Source: an optimization exercise on an open RTL-to-GDS flow (aim: small area and a short achievable clock period). Production flows keep margins and buffers that such runs may drop.
Function was checked by simulation only, so behaviour that the tests miss may differ from the original.
Power and IR drop assume default switching activity.

===== flow/design.v =====
module c_inv   (input a, output y);                   assign y = ~a;                    endmodule
module c_nand2 (input a, input b, output y);          assign y = ~(a & b);              endmodule
module c_nand3 (input a, input b, input c, output y); assign y = ~(a & b & c);          endmodule
module c_nand4 (input a, input b, input c, input d, output y); assign y = ~(a & b & c & d); endmodule
module c_and2  (input a, input b, output y);          assign y = a & b;                 endmodule
module c_nor2  (input a, input b, output y);          assign y = ~(a | b);              endmodule
module c_or3   (input a, input b, input c, output y); assign y = a | b | c;            endmodule
module c_nor3  (input a, input b, input c, output y); assign y = ~(a | b | c);          endmodule
module c_xor2  (input a, input b, output y);          assign y = a ^ b;                 endmodule
module c_xnor2 (input a, input b, output y);          assign y = ~(a ^ b);              endmodule
module c_a21oi (input a, input b, input c, output y); assign y = ~((a & b) | c);        endmodule
module c_o21ai (input a, input b, input c, output y); assign y = ~((a | b) & c);        endmodule
module c_mux2i (input a, input b, input s, output y); assign y = ~(s ? b : a);          endmodule
module c_mxi   (input a, input b, input s, input sn, output y); assign y = ~((a | s) & (b | sn)); endmodule
module agu (
  input  [31:0] rn,
  input  [11:0] m,
  output [31:0] y
);
  wire a_n1, a_n2, a_n3, a_n4, a_n5, a_n6, a_n7, a_n8, a_n9, a_n10, a_n11, a_n12, a_n13, a_n14, a_n15, a_n16, a_n17, a_n18, a_n19, a_n20, a_n21, a_n22, a_n23, a_n24, a_n25, a_n26, a_n27, a_n28, a_n29, a_n30, a_n31, a_n32, a_n33, a_n34, a_n35, a_n36, a_n37, a_n38, a_n39, a_n40, a_n41, a_n42, a_n43, a_n44, a_n45, a_n46, a_n47, a_n48, a_n49, a_n50, a_n51, a_n52, a_n53, a_n54, a_n55, a_n56, a_n57, a_n58, a_n59, a_n60, a_n61, a_n62, a_n63, a_n64, a_n65, a_n66, a_n67, a_n68, a_n69, a_n70, a_n71, a_n72, a_n73, a_n74, a_n75, a_n76, a_n77, a_n78, a_n79, a_n80, a_n81, a_n82, a_n83, a_n84, a_n85, a_n86, a_n87, a_n88, a_n89, a_n90, a_n91, a_n92, a_n93, a_n94, a_n95, a_n96, a_n97, a_n98, a_n99, a_n100, a_n101, a_n102, a_n103, a_n104, a_n105, a_n106, a_n107, a_n108, a_n109, a_n110, a_n111, a_n112, a_n113, a_n114, a_n115, a_n116, a_n117, a_n118, a_n119, a_n120, a_n121, a_n122, a_n123, a_n124, a_n125, a_n126, a_n127, a_n128, a_n129, a_n130, a_n131, a_n132, a_n133, a_n134, a_n135, a_n136, a_n137, a_n138, a_n139, a_n140, a_n141, a_n142, a_n143, a_n144, a_n145, a_n146, a_n147, a_n148, a_n149, a_n150, a_n151, a_n152, a_n153, a_n154, a_n155, a_n156, a_n157, a_n158, a_n159, a_n160, a_n161, a_n162, a_n163, a_n164, a_n165, a_n166, a_n167, a_n168, a_n169, a_n170, a_n171, a_n172, a_n173, a_n174, a_n175, a_n176, a_n177, a_n178, a_n179, a_n180, a_n181, a_n182, a_n183, a_n184, a_n185, a_n186, a_n187, a_n188, a_n189, a_n190, a_n191, a_n192, a_n193, a_n194, a_n195, a_n196, a_n197, a_n198, a_n199, a_n200, a_n201, a_n202, a_n203, a_n204, a_n205, a_n206, a_n207, a_n208, a_n209, a_n210, a_n211, a_n212, a_n213, a_n214, a_n215, a_n216, a_n217, a_n218, a_n219, a_n220, a_n221, a_n222, a_n223, a_n224, a_n225, a_n226, a_n227;
  c_inv u_a_n1 (m[0], a_n1);
  c_inv u_a_n2 (m[1], a_n2);
  c_inv u_a_n3 (m[2], a_n3);
  c_inv u_a_n4 (m[3], a_n4);
  c_inv u_a_n5 (m[4], a_n5);
  c_inv u_a_n6 (m[5], a_n6);
  c_inv u_a_n7 (m[6], a_n7);
  c_inv u_a_n8 (m[7], a_n8);
  c_inv u_a_n9 (m[8], a_n9);
  c_inv u_a_n10 (m[9], a_n10);
  c_inv u_a_n11 (m[10], a_n11);
  c_inv u_a_n12 (m[11], a_n12);
  c_nor2 u_a_n13 (rn[0], a_n1, a_n13);
  c_nand2 u_a_n14 (rn[0], a_n1, a_n14);
  c_nor2 u_a_n15 (rn[1], a_n2, a_n15);
  c_nand2 u_a_n16 (rn[1], a_n2, a_n16);
  c_nor2 u_a_n17 (rn[2], a_n3, a_n17);
  c_nand2 u_a_n18 (rn[2], a_n3, a_n18);
  c_nor2 u_a_n19 (rn[3], a_n4, a_n19);
  c_nand2 u_a_n20 (rn[3], a_n4, a_n20);
  c_nor2 u_a_n21 (rn[4], a_n5, a_n21);
  c_nand2 u_a_n22 (rn[4], a_n5, a_n22);
  c_nor2 u_a_n23 (rn[5], a_n6, a_n23);
  c_nand2 u_a_n24 (rn[5], a_n6, a_n24);
  c_nor2 u_a_n25 (rn[6], a_n7, a_n25);
  c_nand2 u_a_n26 (rn[6], a_n7, a_n26);
  c_nor2 u_a_n27 (rn[7], a_n8, a_n27);
  c_nand2 u_a_n28 (rn[7], a_n8, a_n28);
  c_nor2 u_a_n29 (rn[8], a_n9, a_n29);
  c_nand2 u_a_n30 (rn[8], a_n9, a_n30);
  c_nor2 u_a_n31 (rn[9], a_n10, a_n31);
  c_nand2 u_a_n32 (rn[9], a_n10, a_n32);
  c_nor2 u_a_n33 (rn[10], a_n11, a_n33);
  c_nand2 u_a_n34 (rn[10], a_n11, a_n34);
  c_nor2 u_a_n35 (rn[11], a_n12, a_n35);
  c_nand2 u_a_n36 (rn[11], a_n12, a_n36);
  c_a21oi u_a_n37 (a_n16, a_n13, a_n15, a_n37);
  c_a21oi u_a_n38 (a_n20, a_n17, a_n19, a_n38);
  c_nand2 u_a_n39 (a_n20, a_n18, a_n39);
  c_a21oi u_a_n40 (a_n24, a_n21, a_n23, a_n40);
  c_nand2 u_a_n41 (a_n24, a_n22, a_n41);
  c_a21oi u_a_n42 (a_n28, a_n25, a_n27, a_n42);
  c_nand2 u_a_n43 (a_n28, a_n26, a_n43);
  c_a21oi u_a_n44 (a_n32, a_n29, a_n31, a_n44);
  c_nand2 u_a_n45 (a_n32, a_n30, a_n45);
  c_a21oi u_a_n46 (a_n36, a_n33, a_n35, a_n46);
  c_nand2 u_a_n47 (a_n36, a_n34, a_n47);
  c_inv u_a_n48 (a_n37, a_n48);
  c_a21oi u_a_n49 (a_n18, a_n48, a_n17, a_n49);
  c_o21ai u_a_n50 (a_n39, a_n37, a_n38, a_n50);
  c_inv u_a_n51 (a_n40, a_n51);
  c_a21oi u_a_n52 (a_n26, a_n51, a_n25, a_n52);
  c_inv u_a_n53 (a_n41, a_n53);
  c_nand2 u_a_n54 (a_n26, a_n53, a_n54);
  c_o21ai u_a_n55 (a_n43, a_n40, a_n42, a_n55);
  c_nor2 u_a_n56 (a_n43, a_n41, a_n56);
  c_inv u_a_n57 (a_n44, a_n57);
  c_a21oi u_a_n58 (a_n34, a_n57, a_n33, a_n58);
  c_inv u_a_n59 (a_n45, a_n59);
  c_nand2 u_a_n60 (a_n34, a_n59, a_n60);
  c_o21ai u_a_n61 (a_n47, a_n44, a_n46, a_n61);
  c_nor2 u_a_n62 (a_n47, a_n45, a_n62);
  c_a21oi u_a_n63 (a_n22, a_n50, a_n21, a_n63);
  c_inv u_a_n64 (a_n50, a_n64);
  c_o21ai u_a_n65 (a_n41, a_n64, a_n40, a_n65);
  c_o21ai u_a_n66 (a_n54, a_n64, a_n52, a_n66);
  c_a21oi u_a_n67 (a_n56, a_n50, a_n55, a_n67);
  c_inv u_a_n68 (a_n67, a_n68);
  c_a21oi u_a_n69 (a_n30, a_n68, a_n29, a_n69);
  c_o21ai u_a_n70 (a_n45, a_n67, a_n44, a_n70);
  c_o21ai u_a_n71 (a_n60, a_n67, a_n58, a_n71);
  c_a21oi u_a_n72 (a_n62, a_n68, a_n61, a_n72);
  c_a21oi u_a_n73 (a_n62, a_n68, a_n61, a_n73);
  c_a21oi u_a_n74 (a_n62, a_n68, a_n61, a_n74);
  c_a21oi u_a_n75 (a_n62, a_n68, a_n61, a_n75);
  c_xnor2 u_a_n76 (rn[0], m[0], a_n76);
  c_xnor2 u_a_n77 (rn[1], m[1], a_n77);
  c_xnor2 u_a_n78 (rn[2], m[2], a_n78);
  c_xnor2 u_a_n79 (rn[3], m[3], a_n79);
  c_xnor2 u_a_n80 (rn[4], m[4], a_n80);
  c_xnor2 u_a_n81 (rn[5], m[5], a_n81);
  c_xnor2 u_a_n82 (rn[6], m[6], a_n82);
  c_xnor2 u_a_n83 (rn[7], m[7], a_n83);
  c_xnor2 u_a_n84 (rn[8], m[8], a_n84);
  c_xnor2 u_a_n85 (rn[9], m[9], a_n85);
  c_xnor2 u_a_n86 (rn[10], m[10], a_n86);
  c_xnor2 u_a_n87 (rn[11], m[11], a_n87);
  c_xnor2 u_y_0 (rn[0], m[0], y[0]);
  c_xor2 u_y_1 (a_n77, a_n13, y[1]);
  c_xnor2 u_y_2 (a_n78, a_n37, y[2]);
  c_xnor2 u_y_3 (a_n79, a_n49, y[3]);
  c_xor2 u_y_4 (a_n80, a_n50, y[4]);
  c_xnor2 u_y_5 (a_n81, a_n63, y[5]);
  c_xor2 u_y_6 (a_n82, a_n65, y[6]);
  c_xor2 u_y_7 (a_n83, a_n66, y[7]);
  c_xnor2 u_y_8 (a_n84, a_n67, y[8]);
  c_xnor2 u_y_9 (a_n85, a_n69, y[9]);
  c_xor2 u_y_10 (a_n86, a_n70, y[10]);
  c_xor2 u_y_11 (a_n87, a_n71, y[11]);
  c_nor2 u_a_n88 (rn[12], m[11], a_n88);
  c_nor2 u_a_n89 (rn[14], rn[13], a_n89);
  c_nor2 u_a_n90 (rn[16], rn[15], a_n90);
  c_nor2 u_a_n91 (rn[18], rn[17], a_n91);
  c_nor2 u_a_n92 (rn[20], rn[19], a_n92);
  c_nor2 u_a_n93 (rn[22], rn[21], a_n93);
  c_nor2 u_a_n94 (rn[24], rn[23], a_n94);
  c_nor2 u_a_n95 (rn[26], rn[25], a_n95);
  c_nor2 u_a_n96 (rn[28], rn[27], a_n96);
  c_nor2 u_a_n97 (rn[30], rn[29], a_n97);
  c_inv u_a_n98 (rn[13], a_n98);
  c_nand2 u_a_n99 (a_n98, a_n88, a_n99);
  c_nand2 u_a_n100 (a_n89, a_n88, a_n100);
  c_inv u_a_n101 (rn[17], a_n101);
  c_nand2 u_a_n102 (a_n101, a_n90, a_n102);
  c_nand2 u_a_n103 (a_n91, a_n90, a_n103);
  c_inv u_a_n104 (rn[21], a_n104);
  c_nand2 u_a_n105 (a_n104, a_n92, a_n105);
  c_nand2 u_a_n106 (a_n93, a_n92, a_n106);
  c_inv u_a_n107 (rn[25], a_n107);
  c_nand2 u_a_n108 (a_n107, a_n94, a_n108);
  c_nand2 u_a_n109 (a_n95, a_n94, a_n109);
  c_inv u_a_n110 (rn[29], a_n110);
  c_nand2 u_a_n111 (a_n110, a_n96, a_n111);
  c_nand2 u_a_n112 (a_n97, a_n96, a_n112);
  c_nor2 u_a_n113 (rn[15], a_n100, a_n113);
  c_inv u_a_n114 (a_n100, a_n114);
  c_nand2 u_a_n115 (a_n90, a_n114, a_n115);
  c_nor2 u_a_n116 (a_n102, a_n100, a_n116);
  c_nor2 u_a_n117 (a_n103, a_n100, a_n117);
  c_nor2 u_a_n118 (rn[23], a_n106, a_n118);
  c_inv u_a_n119 (a_n106, a_n119);
  c_nand2 u_a_n120 (a_n94, a_n119, a_n120);
  c_nor2 u_a_n121 (a_n108, a_n106, a_n121);
  c_nor2 u_a_n122 (a_n109, a_n106, a_n122);
  c_inv u_a_n123 (rn[19], a_n123);
  c_nand2 u_a_n124 (a_n123, a_n117, a_n124);
  c_nand2 u_a_n125 (a_n92, a_n117, a_n125);
  c_inv u_a_n126 (a_n105, a_n126);
  c_nand2 u_a_n127 (a_n126, a_n117, a_n127);
  c_nand2 u_a_n128 (a_n119, a_n117, a_n128);
  c_nand2 u_a_n129 (a_n118, a_n117, a_n129);
  c_inv u_a_n130 (a_n120, a_n130);
  c_nand2 u_a_n131 (a_n130, a_n117, a_n131);
  c_nand2 u_a_n132 (a_n121, a_n117, a_n132);
  c_nand2 u_a_n133 (a_n122, a_n117, a_n133);
  c_nor2 u_a_n134 (rn[27], a_n133, a_n134);
  c_inv u_a_n135 (a_n133, a_n135);
  c_nand2 u_a_n136 (a_n96, a_n135, a_n136);
  c_nor2 u_a_n137 (a_n111, a_n133, a_n137);
  c_nor2 u_a_n138 (a_n112, a_n133, a_n138);
  c_nand2 u_a_n139 (rn[12], m[11], a_n139);
  c_nand2 u_a_n140 (rn[14], rn[13], a_n140);
  c_nand2 u_a_n141 (rn[16], rn[15], a_n141);
  c_nand2 u_a_n142 (rn[18], rn[17], a_n142);
  c_nand2 u_a_n143 (rn[20], rn[19], a_n143);
  c_nand2 u_a_n144 (rn[22], rn[21], a_n144);
  c_nand2 u_a_n145 (rn[24], rn[23], a_n145);
  c_nand2 u_a_n146 (rn[26], rn[25], a_n146);
  c_nand2 u_a_n147 (rn[28], rn[27], a_n147);
  c_nand2 u_a_n148 (rn[30], rn[29], a_n148);
  c_inv u_a_n149 (a_n139, a_n149);
  c_nand2 u_a_n150 (rn[13], a_n149, a_n150);
  c_nor2 u_a_n151 (a_n140, a_n139, a_n151);
  c_inv u_a_n152 (a_n141, a_n152);
  c_nand2 u_a_n153 (rn[17], a_n152, a_n153);
  c_nor2 u_a_n154 (a_n142, a_n141, a_n154);
  c_inv u_a_n155 (a_n143, a_n155);
  c_nand2 u_a_n156 (rn[21], a_n155, a_n156);
  c_nor2 u_a_n157 (a_n144, a_n143, a_n157);
  c_inv u_a_n158 (a_n145, a_n158);
  c_nand2 u_a_n159 (rn[25], a_n158, a_n159);
  c_nor2 u_a_n160 (a_n146, a_n145, a_n160);
  c_inv u_a_n161 (a_n147, a_n161);
  c_nand2 u_a_n162 (rn[29], a_n161, a_n162);
  c_nor2 u_a_n163 (a_n148, a_n147, a_n163);
  c_nand2 u_a_n164 (rn[15], a_n151, a_n164);
  c_nand2 u_a_n165 (a_n152, a_n151, a_n165);
  c_inv u_a_n166 (a_n153, a_n166);
  c_nand2 u_a_n167 (a_n166, a_n151, a_n167);
  c_nand2 u_a_n168 (a_n154, a_n151, a_n168);
  c_nand2 u_a_n169 (rn[23], a_n157, a_n169);
  c_nand2 u_a_n170 (a_n158, a_n157, a_n170);
  c_inv u_a_n171 (a_n159, a_n171);
  c_nand2 u_a_n172 (a_n171, a_n157, a_n172);
  c_nand2 u_a_n173 (a_n160, a_n157, a_n173);
  c_inv u_a_n174 (a_n168, a_n174);
  c_nand2 u_a_n175 (rn[19], a_n174, a_n175);
  c_nor2 u_a_n176 (a_n143, a_n168, a_n176);
  c_nor2 u_a_n177 (a_n156, a_n168, a_n177);
  c_nand2 u_a_n178 (a_n157, a_n174, a_n178);
  c_nor2 u_a_n179 (a_n169, a_n168, a_n179);
  c_nor2 u_a_n180 (a_n170, a_n168, a_n180);
  c_nor2 u_a_n181 (a_n172, a_n168, a_n181);
  c_nor2 u_a_n182 (a_n173, a_n168, a_n182);
  c_nand2 u_a_n183 (rn[27], a_n182, a_n183);
  c_nand2 u_a_n184 (a_n161, a_n182, a_n184);
  c_inv u_a_n185 (a_n162, a_n185);
  c_nand2 u_a_n186 (a_n185, a_n182, a_n186);
  c_nand2 u_a_n187 (a_n163, a_n182, a_n187);
  c_xnor2 u_a_n188 (rn[12], m[11], a_n188);
  c_xor2 u_a_n189 (rn[12], m[11], a_n189);
  c_mux2i u_y_12 (a_n188, a_n189, a_n72, y[12]);
  c_xor2 u_a_n190 (rn[13], a_n88, a_n190);
  c_xnor2 u_a_n191 (rn[13], a_n139, a_n191);
  c_mux2i u_y_13 (a_n190, a_n191, a_n73, y[13]);
  c_xnor2 u_a_n192 (rn[14], a_n99, a_n192);
  c_xnor2 u_a_n193 (rn[14], a_n150, a_n193);
  c_mux2i u_y_14 (a_n192, a_n193, a_n74, y[14]);
  c_xnor2 u_a_n194 (rn[15], a_n100, a_n194);
  c_xor2 u_a_n195 (rn[15], a_n151, a_n195);
  c_mux2i u_y_15 (a_n194, a_n195, a_n75, y[15]);
  c_xor2 u_a_n196 (rn[16], a_n113, a_n196);
  c_xnor2 u_a_n197 (rn[16], a_n164, a_n197);
  c_mux2i u_y_16 (a_n196, a_n197, a_n72, y[16]);
  c_xnor2 u_a_n198 (rn[17], a_n115, a_n198);
  c_xnor2 u_a_n199 (rn[17], a_n165, a_n199);
  c_mux2i u_y_17 (a_n198, a_n199, a_n73, y[17]);
  c_xor2 u_a_n200 (rn[18], a_n116, a_n200);
  c_xnor2 u_a_n201 (rn[18], a_n167, a_n201);
  c_mux2i u_y_18 (a_n200, a_n201, a_n74, y[18]);
  c_xor2 u_a_n202 (rn[19], a_n117, a_n202);
  c_xnor2 u_a_n203 (rn[19], a_n168, a_n203);
  c_mux2i u_y_19 (a_n202, a_n203, a_n75, y[19]);
  c_xnor2 u_a_n204 (rn[20], a_n124, a_n204);
  c_xnor2 u_a_n205 (rn[20], a_n175, a_n205);
  c_mux2i u_y_20 (a_n204, a_n205, a_n72, y[20]);
  c_xnor2 u_a_n206 (rn[21], a_n125, a_n206);
  c_xor2 u_a_n207 (rn[21], a_n176, a_n207);
  c_mux2i u_y_21 (a_n206, a_n207, a_n73, y[21]);
  c_xnor2 u_a_n208 (rn[22], a_n127, a_n208);
  c_xor2 u_a_n209 (rn[22], a_n177, a_n209);
  c_mux2i u_y_22 (a_n208, a_n209, a_n74, y[22]);
  c_xnor2 u_a_n210 (rn[23], a_n128, a_n210);
  c_xnor2 u_a_n211 (rn[23], a_n178, a_n211);
  c_mux2i u_y_23 (a_n210, a_n211, a_n75, y[23]);
  c_xnor2 u_a_n212 (rn[24], a_n129, a_n212);
  c_xor2 u_a_n213 (rn[24], a_n179, a_n213);
  c_mux2i u_y_24 (a_n212, a_n213, a_n72, y[24]);
  c_xnor2 u_a_n214 (rn[25], a_n131, a_n214);
  c_xor2 u_a_n215 (rn[25], a_n180, a_n215);
  c_mux2i u_y_25 (a_n214, a_n215, a_n73, y[25]);
  c_xnor2 u_a_n216 (rn[26], a_n132, a_n216);
  c_xor2 u_a_n217 (rn[26], a_n181, a_n217);
  c_mux2i u_y_26 (a_n216, a_n217, a_n74, y[26]);
  c_xnor2 u_a_n218 (rn[27], a_n133, a_n218);
  c_xor2 u_a_n219 (rn[27], a_n182, a_n219);
  c_mux2i u_y_27 (a_n218, a_n219, a_n75, y[27]);
  c_xor2 u_a_n220 (rn[28], a_n134, a_n220);
  c_xnor2 u_a_n221 (rn[28], a_n183, a_n221);
  c_mux2i u_y_28 (a_n220, a_n221, a_n72, y[28]);
  c_xnor2 u_a_n222 (rn[29], a_n136, a_n222);
  c_xnor2 u_a_n223 (rn[29], a_n184, a_n223);
  c_mux2i u_y_29 (a_n222, a_n223, a_n73, y[29]);
  c_xor2 u_a_n224 (rn[30], a_n137, a_n224);
  c_xnor2 u_a_n225 (rn[30], a_n186, a_n225);
  c_mux2i u_y_30 (a_n224, a_n225, a_n74, y[30]);
  c_xor2 u_a_n226 (rn[31], a_n138, a_n226);
  c_xnor2 u_a_n227 (rn[31], a_n187, a_n227);
  c_mux2i u_y_31 (a_n226, a_n227, a_n75, y[31]);
endmodule
module pc_add (
  input  [30:0] a, b,
  output [30:0] s
);
  wire r_n1, r_n2, r_n3, r_n4, r_n5, r_n6, r_n7, r_n8, r_n9, r_n10, r_n11, r_n12, r_n13, r_n14, r_n15, r_n16, r_n17, r_n18, r_n19, r_n20, r_n21, r_n22, r_n23, r_n24, r_n25, r_n26, r_n27, r_n28, r_n29, r_n30, r_n31, r_n32, r_n33, r_n34, r_n35, r_n36, r_n37, r_n38, r_n39, r_n40, r_n41, r_n42, r_n43, r_n44, r_n45, r_n46, r_n47, r_n48, r_n49, r_n50, r_n51, r_n52, r_n53, r_n54, r_n55, r_n56, r_n57, r_n58, r_n59, r_n60, r_n61, r_n62, r_n63, r_n64, r_n65, r_n66, r_n67, r_n68, r_n69, r_n70, r_n71, r_n72, r_n73, r_n74, r_n75, r_n76, r_n77, r_n78, r_n79, r_n80, r_n81, r_n82, r_n83, r_n84, r_n85, r_n86, r_n87, r_n88, r_n89, r_n90;
  c_xor2 u_s_0 (a[0], b[0], s[0]);
  c_nand2 u_r_n1 (a[0], b[0], r_n1);
  c_xnor2 u_r_n2 (a[1], b[1], r_n2);
  c_nand2 u_r_n3 (a[1], b[1], r_n3);
  c_xor2 u_s_1 (r_n2, r_n1, s[1]);
  c_o21ai u_r_n4 (r_n2, r_n1, r_n3, r_n4);
  c_xor2 u_r_n5 (a[2], b[2], r_n5);
  c_and2 u_r_n6 (a[2], b[2], r_n6);
  c_xor2 u_s_2 (r_n5, r_n4, s[2]);
  c_a21oi u_r_n7 (r_n5, r_n4, r_n6, r_n7);
  c_xnor2 u_r_n8 (a[3], b[3], r_n8);
  c_nand2 u_r_n9 (a[3], b[3], r_n9);
  c_xor2 u_s_3 (r_n8, r_n7, s[3]);
  c_o21ai u_r_n10 (r_n8, r_n7, r_n9, r_n10);
  c_xor2 u_r_n11 (a[4], b[4], r_n11);
  c_and2 u_r_n12 (a[4], b[4], r_n12);
  c_xor2 u_s_4 (r_n11, r_n10, s[4]);
  c_a21oi u_r_n13 (r_n11, r_n10, r_n12, r_n13);
  c_xnor2 u_r_n14 (a[5], b[5], r_n14);
  c_nand2 u_r_n15 (a[5], b[5], r_n15);
  c_xor2 u_s_5 (r_n14, r_n13, s[5]);
  c_o21ai u_r_n16 (r_n14, r_n13, r_n15, r_n16);
  c_xor2 u_r_n17 (a[6], b[6], r_n17);
  c_and2 u_r_n18 (a[6], b[6], r_n18);
  c_xor2 u_s_6 (r_n17, r_n16, s[6]);
  c_a21oi u_r_n19 (r_n17, r_n16, r_n18, r_n19);
  c_xnor2 u_r_n20 (a[7], b[7], r_n20);
  c_nand2 u_r_n21 (a[7], b[7], r_n21);
  c_xor2 u_s_7 (r_n20, r_n19, s[7]);
  c_o21ai u_r_n22 (r_n20, r_n19, r_n21, r_n22);
  c_xor2 u_r_n23 (a[8], b[8], r_n23);
  c_and2 u_r_n24 (a[8], b[8], r_n24);
  c_xor2 u_s_8 (r_n23, r_n22, s[8]);
  c_a21oi u_r_n25 (r_n23, r_n22, r_n24, r_n25);
  c_xnor2 u_r_n26 (a[9], b[9], r_n26);
  c_nand2 u_r_n27 (a[9], b[9], r_n27);
  c_xor2 u_s_9 (r_n26, r_n25, s[9]);
  c_o21ai u_r_n28 (r_n26, r_n25, r_n27, r_n28);
  c_xor2 u_r_n29 (a[10], b[10], r_n29);
  c_and2 u_r_n30 (a[10], b[10], r_n30);
  c_xor2 u_s_10 (r_n29, r_n28, s[10]);
  c_a21oi u_r_n31 (r_n29, r_n28, r_n30, r_n31);
  c_xnor2 u_r_n32 (a[11], b[11], r_n32);
  c_nand2 u_r_n33 (a[11], b[11], r_n33);
  c_xor2 u_s_11 (r_n32, r_n31, s[11]);
  c_o21ai u_r_n34 (r_n32, r_n31, r_n33, r_n34);
  c_xor2 u_r_n35 (a[12], b[12], r_n35);
  c_and2 u_r_n36 (a[12], b[12], r_n36);
  c_xor2 u_s_12 (r_n35, r_n34, s[12]);
  c_a21oi u_r_n37 (r_n35, r_n34, r_n36, r_n37);
  c_xnor2 u_r_n38 (a[13], b[13], r_n38);
  c_nand2 u_r_n39 (a[13], b[13], r_n39);
  c_xor2 u_s_13 (r_n38, r_n37, s[13]);
  c_o21ai u_r_n40 (r_n38, r_n37, r_n39, r_n40);
  c_xor2 u_r_n41 (a[14], b[14], r_n41);
  c_and2 u_r_n42 (a[14], b[14], r_n42);
  c_xor2 u_s_14 (r_n41, r_n40, s[14]);
  c_a21oi u_r_n43 (r_n41, r_n40, r_n42, r_n43);
  c_xnor2 u_r_n44 (a[15], b[15], r_n44);
  c_nand2 u_r_n45 (a[15], b[15], r_n45);
  c_xor2 u_s_15 (r_n44, r_n43, s[15]);
  c_o21ai u_r_n46 (r_n44, r_n43, r_n45, r_n46);
  c_xor2 u_r_n47 (a[16], b[16], r_n47);
  c_and2 u_r_n48 (a[16], b[16], r_n48);
  c_xor2 u_s_16 (r_n47, r_n46, s[16]);
  c_a21oi u_r_n49 (r_n47, r_n46, r_n48, r_n49);
  c_xnor2 u_r_n50 (a[17], b[17], r_n50);
  c_nand2 u_r_n51 (a[17], b[17], r_n51);
  c_xor2 u_s_17 (r_n50, r_n49, s[17]);
  c_o21ai u_r_n52 (r_n50, r_n49, r_n51, r_n52);
  c_xor2 u_r_n53 (a[18], b[18], r_n53);
  c_and2 u_r_n54 (a[18], b[18], r_n54);
  c_xor2 u_s_18 (r_n53, r_n52, s[18]);
  c_a21oi u_r_n55 (r_n53, r_n52, r_n54, r_n55);
  c_xnor2 u_r_n56 (a[19], b[19], r_n56);
  c_nand2 u_r_n57 (a[19], b[19], r_n57);
  c_xor2 u_s_19 (r_n56, r_n55, s[19]);
  c_o21ai u_r_n58 (r_n56, r_n55, r_n57, r_n58);
  c_xor2 u_r_n59 (a[20], b[20], r_n59);
  c_and2 u_r_n60 (a[20], b[20], r_n60);
  c_xor2 u_s_20 (r_n59, r_n58, s[20]);
  c_a21oi u_r_n61 (r_n59, r_n58, r_n60, r_n61);
  c_xnor2 u_r_n62 (a[21], b[21], r_n62);
  c_nand2 u_r_n63 (a[21], b[21], r_n63);
  c_xor2 u_s_21 (r_n62, r_n61, s[21]);
  c_o21ai u_r_n64 (r_n62, r_n61, r_n63, r_n64);
  c_xor2 u_r_n65 (a[22], b[22], r_n65);
  c_and2 u_r_n66 (a[22], b[22], r_n66);
  c_xor2 u_s_22 (r_n65, r_n64, s[22]);
  c_a21oi u_r_n67 (r_n65, r_n64, r_n66, r_n67);
  c_xnor2 u_r_n68 (a[23], b[23], r_n68);
  c_nand2 u_r_n69 (a[23], b[23], r_n69);
  c_xor2 u_s_23 (r_n68, r_n67, s[23]);
  c_o21ai u_r_n70 (r_n68, r_n67, r_n69, r_n70);
  c_xor2 u_r_n71 (a[24], b[24], r_n71);
  c_and2 u_r_n72 (a[24], b[24], r_n72);
  c_xor2 u_s_24 (r_n71, r_n70, s[24]);
  c_a21oi u_r_n73 (r_n71, r_n70, r_n72, r_n73);
  c_xnor2 u_r_n74 (a[25], b[25], r_n74);
  c_nand2 u_r_n75 (a[25], b[25], r_n75);
  c_xor2 u_s_25 (r_n74, r_n73, s[25]);
  c_o21ai u_r_n76 (r_n74, r_n73, r_n75, r_n76);
  c_xor2 u_r_n77 (a[26], b[26], r_n77);
  c_and2 u_r_n78 (a[26], b[26], r_n78);
  c_xor2 u_s_26 (r_n77, r_n76, s[26]);
  c_a21oi u_r_n79 (r_n77, r_n76, r_n78, r_n79);
  c_xnor2 u_r_n80 (a[27], b[27], r_n80);
  c_nand2 u_r_n81 (a[27], b[27], r_n81);
  c_xor2 u_s_27 (r_n80, r_n79, s[27]);
  c_o21ai u_r_n82 (r_n80, r_n79, r_n81, r_n82);
  c_xor2 u_r_n83 (a[28], b[28], r_n83);
  c_and2 u_r_n84 (a[28], b[28], r_n84);
  c_xor2 u_s_28 (r_n83, r_n82, s[28]);
  c_a21oi u_r_n85 (r_n83, r_n82, r_n84, r_n85);
  c_xnor2 u_r_n86 (a[29], b[29], r_n86);
  c_nand2 u_r_n87 (a[29], b[29], r_n87);
  c_xor2 u_s_29 (r_n86, r_n85, s[29]);
  c_o21ai u_r_n88 (r_n86, r_n85, r_n87, r_n88);
  c_xor2 u_r_n89 (a[30], b[30], r_n89);
  c_and2 u_r_n90 (a[30], b[30], r_n90);
  c_xor2 u_s_30 (r_n89, r_n88, s[30]);
endmodule
module add_bk #(parameter N = 32, parameter L = 5) (
  input  [N-1:0] a, b,
  input          cin,
  output [N-1:0] s,
  output         cout,
  output [N-1:0] p, g
);
  assign p = a ^ b;
  assign g = a & b;
  wire [N-1:0] G [0:2*L-1];
  wire [N-1:0] P [0:2*L-1];
  assign G[0] = {g[N-1:1], g[0] | (p[0] & cin)};
  assign P[0] = p;
  genvar st, i;
  generate
    for (st = 1; st < 2*L; st = st + 1) begin : g_st
      for (i = 0; i < N; i = i + 1) begin : g_i
        localparam integer l  = (st <= L) ? st - 1 : 2*L - 1 - st;
        localparam integer d  = 1 << l;
        localparam integer ok = (st <= L) ? (((i + 1) % (2*d)) == 0)
                                          : ((i >= 3*d - 1) && (((i + 1 - d) % (2*d)) == 0));
        if (ok && i - d >= 0) begin : g_c
          assign G[st][i] = G[st-1][i] | (P[st-1][i] & G[st-1][i-d]);
          assign P[st][i] = P[st-1][i] & P[st-1][i-d];
        end else begin : g_p
          assign G[st][i] = G[st-1][i];
          assign P[st][i] = P[st-1][i];
        end
      end
    end
  endgenerate
  assign s    = p ^ {G[2*L-1][N-2:0], cin};
  assign cout = G[2*L-1][N-1];
endmodule
module shr32 (
  input  [31:0] a,
  input  [4:0]  sh,
  input         left,
  input         fill,
  output [31:0] y
);
  wire [31:0] x0, x1, x2, x3, x4;
  wire [4:0] shn = ~sh;
  wire leftn = ~left;
  wire filln = ~fill;
  genvar i;
  generate
    for (i = 0; i < 32; i = i + 1) begin : g_i
      c_mxi m0 (.a(a[i]), .b(a[31-i]), .s(left), .sn(leftn), .y(x0[i]));
      if (i + 1 < 32) begin : s0
        c_mxi m (.a(x0[i]), .b(x0[i+1]), .s(sh[0]), .sn(shn[0]), .y(x1[i]));
      end else begin : f0
        c_mxi m (.a(x0[i]), .b(filln), .s(sh[0]), .sn(shn[0]), .y(x1[i]));
      end
      if (i + 2 < 32) begin : s1
        c_mxi m (.a(x1[i]), .b(x1[i+2]), .s(sh[1]), .sn(shn[1]), .y(x2[i]));
      end else begin : f1
        c_mxi m (.a(x1[i]), .b(fill), .s(sh[1]), .sn(shn[1]), .y(x2[i]));
      end
      if (i + 4 < 32) begin : s2
        c_mxi m (.a(x2[i]), .b(x2[i+4]), .s(sh[2]), .sn(shn[2]), .y(x3[i]));
      end else begin : f2
        c_mxi m (.a(x2[i]), .b(filln), .s(sh[2]), .sn(shn[2]), .y(x3[i]));
      end
      if (i + 8 < 32) begin : s3
        c_mxi m (.a(x3[i]), .b(x3[i+8]), .s(sh[3]), .sn(shn[3]), .y(x4[i]));
      end else begin : f3
        c_mxi m (.a(x3[i]), .b(fill), .s(sh[3]), .sn(shn[3]), .y(x4[i]));
      end
      if (i + 16 < 32) begin : s4
        c_mxi m (.a(x4[i]), .b(x4[i+16]), .s(sh[4]), .sn(shn[4]), .y(y[i]));
      end else begin : f4
        c_mxi m (.a(x4[i]), .b(filln), .s(sh[4]), .sn(shn[4]), .y(y[i]));
      end
    end
  endgenerate
endmodule
module rf_hold (input q, input d, input w, input wn, output y);
  assign y = (q & wn) | (d & w);
endmodule
module rf_aoi3 (input a, input sa, input b, input sb, input c, input sc, output y);
  assign y = ~((a & sa) | (b & sb) | (c & sc));
endmodule
module regfile (
  input             clk,
  input             we,
  input      [4:0]  rs1, rs2, rd,
  input      [31:0] rd_data,
  input             use_imm,
  input      [31:0] imm,
  output     [31:0] rs1v, rs1n_agu, rs2v, rs2v_mem
);
  wire [31:0] q [0:31];
  wire [31:0] s1, s2;
  assign q[0] = 32'b0;
  genvar r, k, j;
  generate
    wire [4:0] rs1n, rs2n;
    wire [3:0] lo1n, lo2n;
    wire [7:0] hi1n, hi2n;
    wire       use_imm_n;
    c_inv ui (.a(use_imm), .y(use_imm_n));
    for (j = 0; j < 5; j = j + 1) begin : g_inv
      c_inv i1 (.a(rs1[j]), .y(rs1n[j]));
      c_inv i2 (.a(rs2[j]), .y(rs2n[j]));
    end
    for (j = 0; j < 4; j = j + 1) begin : g_lo
      c_nand2 l1 (.a(j[0] ? rs1[0] : rs1n[0]), .b(j[1] ? rs1[1] : rs1n[1]), .y(lo1n[j]));
      c_nand3 l2 (.a(j[0] ? rs2[0] : rs2n[0]), .b(j[1] ? rs2[1] : rs2n[1]), .c(use_imm_n), .y(lo2n[j]));
    end
    for (j = 0; j < 8; j = j + 1) begin : g_hi
      c_nand3 h1 (.a(j[0] ? rs1[2] : rs1n[2]), .b(j[1] ? rs1[3] : rs1n[3]), .c(j[2] ? rs1[4] : rs1n[4]), .y(hi1n[j]));
      c_nand3 h2 (.a(j[0] ? rs2[2] : rs2n[2]), .b(j[1] ? rs2[3] : rs2n[3]), .c(j[2] ? rs2[4] : rs2n[4]), .y(hi2n[j]));
    end
    assign s1[0] = 1'b0;
    assign s2[0] = 1'b0;
    for (r = 1; r < 32; r = r + 1) begin : g_dec
      c_nor2 d1 (.a(hi1n[r/4]), .b(lo1n[r%4]), .y(s1[r]));
      c_nor2 d2 (.a(hi2n[r/4]), .b(lo2n[r%4]), .y(s2[r]));
    end
    for (r = 1; r < 32; r = r + 1) begin : g_r
      reg  [31:0] x;
      wire [31:0] d;
      wire        w  = we & (rd == r);
      wire        wn = ~w;
      for (k = 0; k < 32; k = k + 1) begin : g_b
        rf_hold h (.q(x[k]), .d(rd_data[k]), .w(w), .wn(wn), .y(d[k]));
      end
      always @(posedge clk) x <= d;
      assign q[r] = x;
    end
    for (k = 0; k < 32; k = k + 1) begin : g_col
      wire [10:0] a1, a2;
      wire [2:0]  o1, o2;
      wire        a2i;
      for (j = 0; j < 10; j = j + 1) begin : g_t
        rf_aoi3 t1 (.a(q[3*j+1][k]), .sa(s1[3*j+1]), .b(q[3*j+2][k]), .sb(s1[3*j+2]),
                    .c(q[3*j+3][k]), .sc(s1[3*j+3]), .y(a1[j]));
        rf_aoi3 t2 (.a(q[3*j+1][k]), .sa(s2[3*j+1]), .b(q[3*j+2][k]), .sb(s2[3*j+2]),
                    .c(q[3*j+3][k]), .sc(s2[3*j+3]), .y(a2[j]));
      end
      c_nand2 n1 (.a(q[31][k]), .b(s1[31]), .y(a1[10]));
      c_nand2 n2 (.a(q[31][k]), .b(s2[31]), .y(a2[10]));
      c_nand2 n3 (.a(imm[k]), .b(use_imm), .y(a2i));
      c_nand4 p10 (.a(a1[0]), .b(a1[1]), .c(a1[2]), .d(a1[3]), .y(o1[0]));
      c_nand4 p11 (.a(a1[4]), .b(a1[5]), .c(a1[6]), .d(a1[7]), .y(o1[1]));
      c_nand3 p12 (.a(a1[8]), .b(a1[9]), .c(a1[10]), .y(o1[2]));
      c_nand4 p20 (.a(a2[0]), .b(a2[1]), .c(a2[2]), .d(a2[3]), .y(o2[0]));
      c_nand4 p21 (.a(a2[4]), .b(a2[5]), .c(a2[6]), .d(a2[7]), .y(o2[1]));
      c_nand4 p22 (.a(a2[8]), .b(a2[9]), .c(a2[10]), .d(a2i), .y(o2[2]));
      c_nor3 f1a (.a(o1[0]), .b(o1[1]), .c(o1[2]), .y(rs1n_agu[k]));
      c_or3  f1b (.a(o1[0]), .b(o1[1]), .c(o1[2]), .y(rs1v[k]));
      c_or3  f2a (.a(o2[0]), .b(o2[1]), .c(o2[2]), .y(rs2v[k]));
      c_or3  f2b (.a(o2[0]), .b(o2[1]), .c(o2[2]), .y(rs2v_mem[k]));
    end
  endgenerate
endmodule
module rv32i_cpu (
  input             clk,
  input             rst,
  output     [31:0] pc,
  input      [31:0] inst,
  output            MemWen,
  output     [31:0] MemAddr,
  output     [31:0] MemWdata,
  input      [31:0] MemRdata
);
  wire b6 = inst[6], b5 = inst[5], b4 = inst[4], b3 = inst[3], b2 = inst[2];
  wire [2:0] f3 = inst[14:12];
  wire is_store  = ~b6 &  b5 & ~b4;
  wire is_load   = ~b6 & ~b5 & ~b4;
  wire is_branch =  b6 & ~b2;
  wire is_jalr   =  b6 & ~b3 & b2;
  wire is_jal    =  b6 &  b3;
  wire is_lui    = ~b6 &  b5 & b4 &  b2;
  wire is_auipc  = ~b6 & ~b5 & b4 &  b2;
  wire is_alu    = ~b6 & b4 & ~b2;           
  wire regwrite  = ~(is_store | is_branch);
  wire [31:0] immI = {{20{inst[31]}}, inst[31:20]};
  wire [31:0] immB = {{20{inst[31]}}, inst[7], inst[30:25], inst[11:8], 1'b0};
  wire [31:0] immJ = {{12{inst[31]}}, inst[19:12], inst[20], inst[30:21], 1'b0};
  wire [31:0] immU = {inst[31:12], 12'b0};
  wire [31:0] rs1v, rs1n_agu, op2, rs2_mem;
  reg  [31:0] rd_data;
  regfile rf (
    .clk(clk), .we(regwrite), .rs1(inst[19:15]), .rs2(inst[24:20]), .rd(inst[11:7]),
    .rd_data(rd_data), .use_imm(~b5), .imm(immI),
    .rs1v(rs1v), .rs1n_agu(rs1n_agu), .rs2v(op2), .rs2v_mem(rs2_mem)
  );
  wire [31:0] agu_y;
  agu agu_i (.rn(rs1n_agu), .m({inst[31:25], is_store ? inst[11:7] : inst[24:20]}), .y(agu_y));
  assign MemAddr  = agu_y;
  assign MemWdata = rs2_mem;   
  assign MemWen   = is_store;
  wire sub = is_branch | (f3[2:1] == 2'b01) | (b5 & inst[30] & (f3 == 3'b000));
  wire [31:0] sum, p, g;
  wire cout;
  add_bk #(32, 5) alu_add (.a(rs1v), .b(op2 ^ {32{sub}}), .cin(sub), .s(sum), .cout(cout), .p(p), .g(g));
  wire ltu = ~cout;
  wire lt  = (rs1v[31] ^ op2[31]) ? rs1v[31] : ltu;
  wire eq  = &p;
  wire cond = f3[2] ? (f3[1] ? ltu : lt) : eq;
  wire taken = cond ^ f3[0];
  wire [31:0] shr;
  shr32 sh_i (.a(rs1v), .sh(op2[4:0]), .left(~f3[2]), .fill(inst[30] & rs1v[31]), .y(shr));
  wire [31:0] shl;
  genvar gi;
  generate for (gi = 0; gi < 32; gi = gi + 1) begin : g_shl
    assign shl[gi] = shr[31-gi];
  end endgenerate
  wire [31:0] logic_r = (p & {32{~(f3[1] & f3[0])}}) | (g & {32{f3[1]}});
  wire [31:0] pimm = b6 ? (b3 ? immJ : immB) : immU;
  wire [31:0] tgt;
  pc_add pc_add_i (.a(pc[31:1]), .b(pimm[31:1]), .s(tgt[31:1]));
  assign tgt[0] = 1'b0;
  wire [31:0] pc4;
  wire [30:0] ic;
  assign ic[0] = 1'b1;
  genvar ii;
  generate for (ii = 2; ii < 32; ii = ii + 1) begin : g_inc
    assign pc4[ii]  = pc[ii] ^ ic[ii-2];
    assign ic[ii-1] = pc[ii] & ic[ii-2];
  end endgenerate
  assign pc4[1:0] = pc[1:0];
  wire s_sum   = is_alu & (f3 == 3'b000);
  wire s_sll   = is_alu & (f3 == 3'b001);
  wire s_slt   = is_alu & (f3 == 3'b010);
  wire s_sltu  = is_alu & (f3 == 3'b011);
  wire s_logic = is_alu & f3[2] & (f3[1] | ~f3[0]);
  wire s_shr   = is_alu & (f3 == 3'b101);
  always @* begin
    rd_data = ({32{s_sum}}    & sum)
            | ({32{s_sll}}    & shl)
            | ({32{s_slt}}    & {31'b0, lt})
            | ({32{s_sltu}}   & {31'b0, ltu})
            | ({32{s_logic}}  & logic_r)
            | ({32{s_shr}}    & shr)
            | ({32{is_load}}  & MemRdata)
            | ({32{b6}}       & pc4)
            | ({32{is_lui}}   & immU)
            | ({32{is_auipc}} & tgt);
  end
  reg [31:1] pcr;
  assign pc = {pcr, 1'b0};
  always @(posedge clk or posedge rst) begin
    if (rst)                               pcr <= 31'b0;
    else if (is_jalr)                      pcr <= agu_y[31:1];
    else if (is_jal | (is_branch & taken)) pcr <= tgt[31:1];
    else                                   pcr <= pc4[31:1];
  end
endmodule

===== flow/flow/run.sh =====
#!/bin/bash
# Own layout flow: the standard flow (standard.sh) with these changes:
#  - the standard synthesis runs first, on its own and unchanged;
#  - ports are buffered with buf_2 instead of the default delay cell;
#  - clock tree synthesis uses clusters of up to 14 sinks and 60 um, clkbuf_4/8, no dummy loads;
#  - the timing repair steps aim for a setup slack margin, which sizes up the critical path.
# Each step's full output goes to its own log file in this folder; ORFS's logs are under orfs/logs.
set -euo pipefail
cd "$(dirname "$0")/.."
MARGIN=${MARGIN:-9}
bash standard.sh synth > flow_synth.log 2>&1
bash standard.sh \
  "BUFFER_PORTS_ARGS=-buffer_cell sky130_fd_sc_hd__buf_2" \
  "CTS_ARGS=-sink_clustering_enable -repair_clock_nets -dont_use_dummy_load -sink_clustering_size 14 -sink_clustering_max_diameter 60 -buf_list {sky130_fd_sc_hd__clkbuf_4 sky130_fd_sc_hd__clkbuf_8}" \
  "SETUP_SLACK_MARGIN=$MARGIN" \
  "TNS_END_PERCENT=5" \
  finish > flow_finish.log 2>&1

===== flow/standard.sh =====
#!/bin/bash
# synth_recipe.tcl (not shown) runs the flow's synth.tcl, then flattens the netlist and writes it again
# the make line also repeats each setting of config.mk as NAME=value (left out here)
make -C /OpenROAD-flow-scripts/flow DESIGN_CONFIG=/design/flow/config.mk WORK_HOME=/design/flow/orfs CLKGATE_MAP_FILE= SYNTH_SCRIPT=/design/flow/synth_recipe.tcl "${@:-finish}"

===== flow/config.mk =====
export PLATFORM = sky130hd
export DESIGN_NAME = rv32i_cpu
export DESIGN_NICKNAME = rv32i_cpu
export VERILOG_FILES = /design/flow/design.v
export SDC_FILE = /design/flow/constraint.sdc
export NUM_CORES = 8
export LEC_CHECK = 0
export CAP_MARGIN = 20
export CORE_MARGIN = 2
export CORE_UTILIZATION = 50
export PLACE_DENSITY = 0.65
export SLEW_MARGIN = 20
export SYNTH_HIERARCHICAL = 1

===== flow/constraint.sdc =====
create_clock -name core_clock -period 19.5 [get_ports {clk}]
set_input_delay 3.9000 -clock core_clock [delete_from_list [all_inputs] [get_ports {clk}]]
set_output_delay 3.9000 -clock core_clock [all_outputs]
set_load 0.01 [all_outputs]

==> run summary <==
[sequential cells by signal (all words and copies together) (netlist names)]
name,cells
pcr,31
rf.g_r.x,992
[worst max-delay path, cell delays in order]
cell	delay, ps
sky130_fd_sc_hd__buf_12	110
sky130_fd_sc_hd__clkinvlp_4	180
sky130_fd_sc_hd__buf_6	170
sky130_fd_sc_hd__nand3_4	100
sky130_fd_sc_hd__nor2_4	100
sky130_fd_sc_hd__buf_4	150
sky130_fd_sc_hd__bufbuf_16	310
sky130_fd_sc_hd__a222oi_1	350
sky130_fd_sc_hd__nand4_1	800
sky130_fd_sc_hd__nor3_4	690
sky130_fd_sc_hd__nand2_1	90
sky130_fd_sc_hd__nor2_1	110
sky130_fd_sc_hd__nand2_1	70
sky130_fd_sc_hd__xnor2_1	150
sky130_fd_sc_hd__mux2i_2	240
sky130_fd_sc_hd__buf_2	190
[power groups by stage]
stage / Sequential (W) / Clock [W] / Combinational [W]
4_1_cts: 0.00332 / 0.00114 / 0.00267
5_1_grt: 0.00343 / 0.00122 / 0.00298
3_3_place_gp: 0.00333 / 0 / 0.00250
2_1_floorplan: 0.00325 / 0 / 0.00168
6_report: 0.00336 / 0.00116 / 0.00288
3_5_place_dp: 0.00336 / 0 / 0.00253
[per-module statistics from Yosys, one instance, submodules excluded, excerpt]
module,cell area [um2],times used
c_mxi,6.26,192
rf_hold,8.76,992
regfile,20400,1
c_mux2i,10.0,20
c_a21oi,8.76,30
rf_aoi3,10.0,640
c_nor3,10.0,32
shr32,26.3,1
[repair_timing]
item | 4_1_cts | 5_1_grt
cloned | 7 | 5
endpoints found under the setup margin | 313 | 711
gates resized for setup | 175 | 90
pin swaps | 99 | 74
buffers inserted | 92 | 57
[worst paths after layout]
kind                                            endpoint                     start  depth (start not counted)
worst max-delay path                         MemAddr[31]                  inst[19]                         16
worst min-delay path            rf.g_r[31].x[15]$_DFF_P_  rf.g_r[31].x[15]$_DFF_P_                          1
worst max register to register   rf.g_r[4].x[30]$_DFF_P_          pcr[2]$_DFF_PP0_                         33
worst min register to register  rf.g_r[31].x[15]$_DFF_P_  rf.g_r[31].x[15]$_DFF_P_                          1
max in group asynchronous              pcr[16]$_DFF_PP0_                       rst                          3
min in group asynchronous              pcr[23]$_DFF_PP0_                       rst                          3
[area by class of cell]
type | count | area, um2
Antenna cell | 15 | 37.5
Clock buffer | 92 | 1270
Fill cell | 8092 | 38900
Inverter | 99 | 394
Multi-Input combinational cell | 3394 | 28100
Sequential cell | 1023 | 20600
Tap cell | 1265 | 1580
Timing Repair Buffer | 482 | 4130
[cells in the final DEF, fill, tap and decap left out, types with 18 or more instances in the layout]
cell,Yosys,layout
sky130_fd_sc_hd__dfxtp_1,992,992
sky130_fd_sc_hd__inv_1,97,89
sky130_fd_sc_hd__clkbuf_8,0,92
sky130_fd_sc_hd__or3_1,99,97
sky130_fd_sc_hd__o22ai_1,193,193
sky130_fd_sc_hd__nor2_4,1,73
sky130_fd_sc_hd__nand4_1,171,171
sky130_fd_sc_hd__ha_1,60,60
sky130_fd_sc_hd__dfrtp_1,31,31
sky130_fd_sc_hd__nor2_2,1,28
sky130_fd_sc_hd__nand3_1,80,57
sky130_fd_sc_hd__a221oi_1,21,21
sky130_fd_sc_hd__o211ai_1,29,29
sky130_fd_sc_hd__a21oi_2,30,24
sky130_fd_sc_hd__buf_12,0,31
sky130_fd_sc_hd__nor2_1,147,52
sky130_fd_sc_hd__nand2_1,321,312
sky130_fd_sc_hd__a21oi_1,43,43
sky130_fd_sc_hd__o21ai_0,54,54
sky130_fd_sc_hd__a222oi_1,671,671
sky130_fd_sc_hd__buf_4,2,241
sky130_fd_sc_hd__nor3_4,0,27
sky130_fd_sc_hd__buf_6,2,43
sky130_fd_sc_hd__buf_2,12,148
sky130_fd_sc_hd__xnor2_1,94,93
sky130_fd_sc_hd__xor2_1,78,78
sky130_fd_sc_hd__a22o_1,993,993
sky130_fd_sc_hd__and2_1,28,28
sky130_fd_sc_hd__a22oi_1,18,18
sky130_fd_sc_hd__a21o_1,24,24
[metal layers]
metal  part of all wire  vias up  track usage
li1                   -    21000            -
met1               0.35    25000        0.583
met2               0.39     4676        0.664
met3               0.17      996        0.215
met4              0.090       10        0.340
met5            0.00095        -            0
[metrics by stage]
stage / instances / utilization / total power (W)
final: 6370 / 0.590 / 0.00740
after detailed placement: 6096 / 0.546 / 0.00590
after global routing: 6360 / 0.590 / 0.00763
after CTS: 6287 / 0.579 / 0.00713
after global placement: 6095 / 0.546 / 0.00584
after floorplan: 4587 / - / 0.00493
[kinds of logic after synthesis]
group,count (synthesis),share of synthesized area
flip-flops,1023,0.431
XOR/XNOR,172,0.0314
other,1,0.0000783
AO/OA/AOI/OAI,2172,0.394
adder cells (fa/ha/maj),77,0.0228
AND/OR/NAND/NOR,943,0.102
buffers and inverters,174,0.0144
multiplexers,25,0.00522
==> run summary <==
- The layout overhead on the synthesized area is 17.1%.
- The path category of the worst min-delay check is reg -> reg.
- In this run the remaining antenna-violating nets after routing total 0.
- The hold buffer count at cts is 0.
- Using the TritonRoute via totals, the vias-per-cell ratio works out to slightly above 8.
- The time the final worst path needs with I/O delays and setup is approximately 12000 ps.
- The final-report max-slew violation count is 0.
- After detailed routing, the total wire length is roughly 250 mm.
- Setup repair after global routing could not meet its margin everywhere.
- Setup violations remaining at the end of the flow were counted as 0.
- The type of destination of the critical path is an output port.
- Of the total power, registers draw 0.454.
- The final hold violation count is 0.
- At the worst endpoint, the required time is ~16000 ps.
- The post-route standard cell area excluding fillers is roughly 56000 um2.
- Dividing the synthesized area by the synthesized cell count gives 10.4 um2.
- The worst hold slack is between 500 and 600 ps.
- The maximum ir drop on the vdd rail is about 0.059 mV.
- The die is between 300 and 400 um wide.
- The post-CTS clock slew at the launch and capture registers of the worst setup and hold paths is around 60 ps.
- The synthesized area is 47900 um2.
- The post-place setup slack is around 6600 ps.
- In this run the worst path has a maximum fanout of 16.
- The number of nets handed over by synthesis was around 4700.
- Static timing analysis puts the maximum clock frequency at 0.0859 GHz.
- The worst setup margin is 7850 ps.
- The H-tree was split into 3 levels.
- After detailed routing, the average wire length per cell comes to 39.4 um.
- The number of cell rows is roughly 110.
- For this configuration, the core starts out at a cell density of 0.504.
- In the routed design, unresolved DRC markers number 0.
- The routed layout has just over 50000 vias.
- For this design, the sink count on the clock tree is roughly 1000.
- The net switching power of the design is 0.00298 W.
- At the end of routability-driven placement, the weighted congestion stood at 1.04.
- Counting flops with a built-in enable in the synthesized netlist gives 0.
- The dominant register cell in the synthesized netlist is sky130_fd_sc_hd__dfxtp_1.
- The worst setup path is launched from an input port.
- Among all cell types in the netlist, the one instantiated most often is sky130_fd_sc_hd__a22o_1.
- In this run the count of I/O pins placed on the die edge is between 150 and 200.
- The count of warnings emitted by yosys is 9.
- The number of register bits inferred by synthesis is 1023.
- The static leakage is around 21 nW.
- For this block, the initial DRC count from the detailed router was between 10000 and 15000.
- At the worst endpoint, the arrival time is 7750 ps.
- For this run, the detailed router's first-pass iteration total came to 14.
- The run finished with no timing, DRC or antenna violations.
- Of the cells placed in the final design, the portion with a size suffix greater than 1 is 0.167.
- The count of cell types in the netlist is 78.
- The root buffer selected by CTS is sky130_fd_sc_hd__clkbuf_8.
- The detailed-placement wirelength estimate is around 150 mm.
- The area of the core region is ~95000 um2.
- Counting flops with an async set or reset pin after synthesis yields a share of 0.0303.
- The first global-routing pass estimated approximately 340 mm of wire.
- The final clock skew is 97.7 ps.
- The die area is about 98000 um2.
- The power per cell area is 132 nW/um2.
- The via count of the first global-routing pass came to 46200.
- The number of antenna violations at the first check in global routing is 15.
- For this run the aggregate overflow at the end of global routing stands at 0.
- TritonCTS built the clock tree.
- Buffers placed on the I/O ports in this run total 159.
- The global-route total usage across every layer is 0.477.
- The number of max-capacitance violations reported is 0.
- Of the total power, the share spent switching nets is 0.403.
- The vertical die dimension is 314 um.
- The share of total power dissipated in the clock network is 0.157.
- The share of synthesized area in the top cell type comes to 0.415.
- The library cell with the largest summed area after synthesis is sky130_fd_sc_hd__dfxtp_1.
- The cell internal power dissipation is 0.00442 W.
- The number of clock buffers added by TritonCTS is 92.
- The worst slew slack as a fraction of its limit is 0.103.
- The insertion delay of the later-clocked pin in the worst-skew pair is around 820 ps.
- Across all register-to-register paths, the minimum setup slack is between 10000 and 15000 ps.
- Of the total power, combinational logic draws 0.389.
- The cell count after synthesis came out at ~4600.
- The portion of the clock cycle consumed by the worst path in the final layout is 0.597.
- The placed standard-cell area is between 50000 and 60000 um2.
- The slew of the pin with the lowest slew margin is between 1000 and 1500 ps.
- The final layout contains approximately 5200 nets.
- The final setup TNS is 0 ps.
- After synthesis, the cell types taking the most area are sky130_fd_sc_hd__dfxtp_1 (41%), sky130_fd_sc_hd__a22o_1 (18%), sky130_fd_sc_hd__a222oi_1 (14%).
- After synthesis, the most frequently instantiated cells are sky130_fd_sc_hd__a22o_1 (993), sky130_fd_sc_hd__dfxtp_1 (992), sky130_fd_sc_hd__a222oi_1 (671), sky130_fd_sc_hd__nand2_1 (321), sky130_fd_sc_hd__o22ai_1 (193).
- The maximum clock path buffer count is 3.
- The share of the Yosys chip area taken by registers is 0.431.
- The maximum number of pins on one net before global-route repair is 65.
- The critical setup path kind is in -> out.

[afterwards: timing with drivers on the ports]
The flow's constraints put no driver on any port. The routed layout listed below was extracted and timed again, unchanged, in two steps. Step 1 sets driving cells, clkbuf_16 on the clock port and buf_2 on the other inputs (assumed; they add their load-dependent delay and slew). Step 2 times the ports against the registers' clock, not the clock port: input delays grow and output delays shrink by t, the midpoint of the rising clock arrivals with the driver on. a / b / c = ideal ports / drivers / drivers and shift; a / b = the first two.
t (ns): 0.842
setup WS [ns]: 7.854 / 7.786 / 7.786
clock arrival spread, ns: 0.098 / 0.098
worst register clock-pin slew, ns: 0.10 / 0.10
worst slew at a driven data input, ns: 0.21
After both steps setup and hold are still met in this run. For this run, drivers alone change the setup slack by -0.068 ns; drivers and shift together by -0.068 ns.
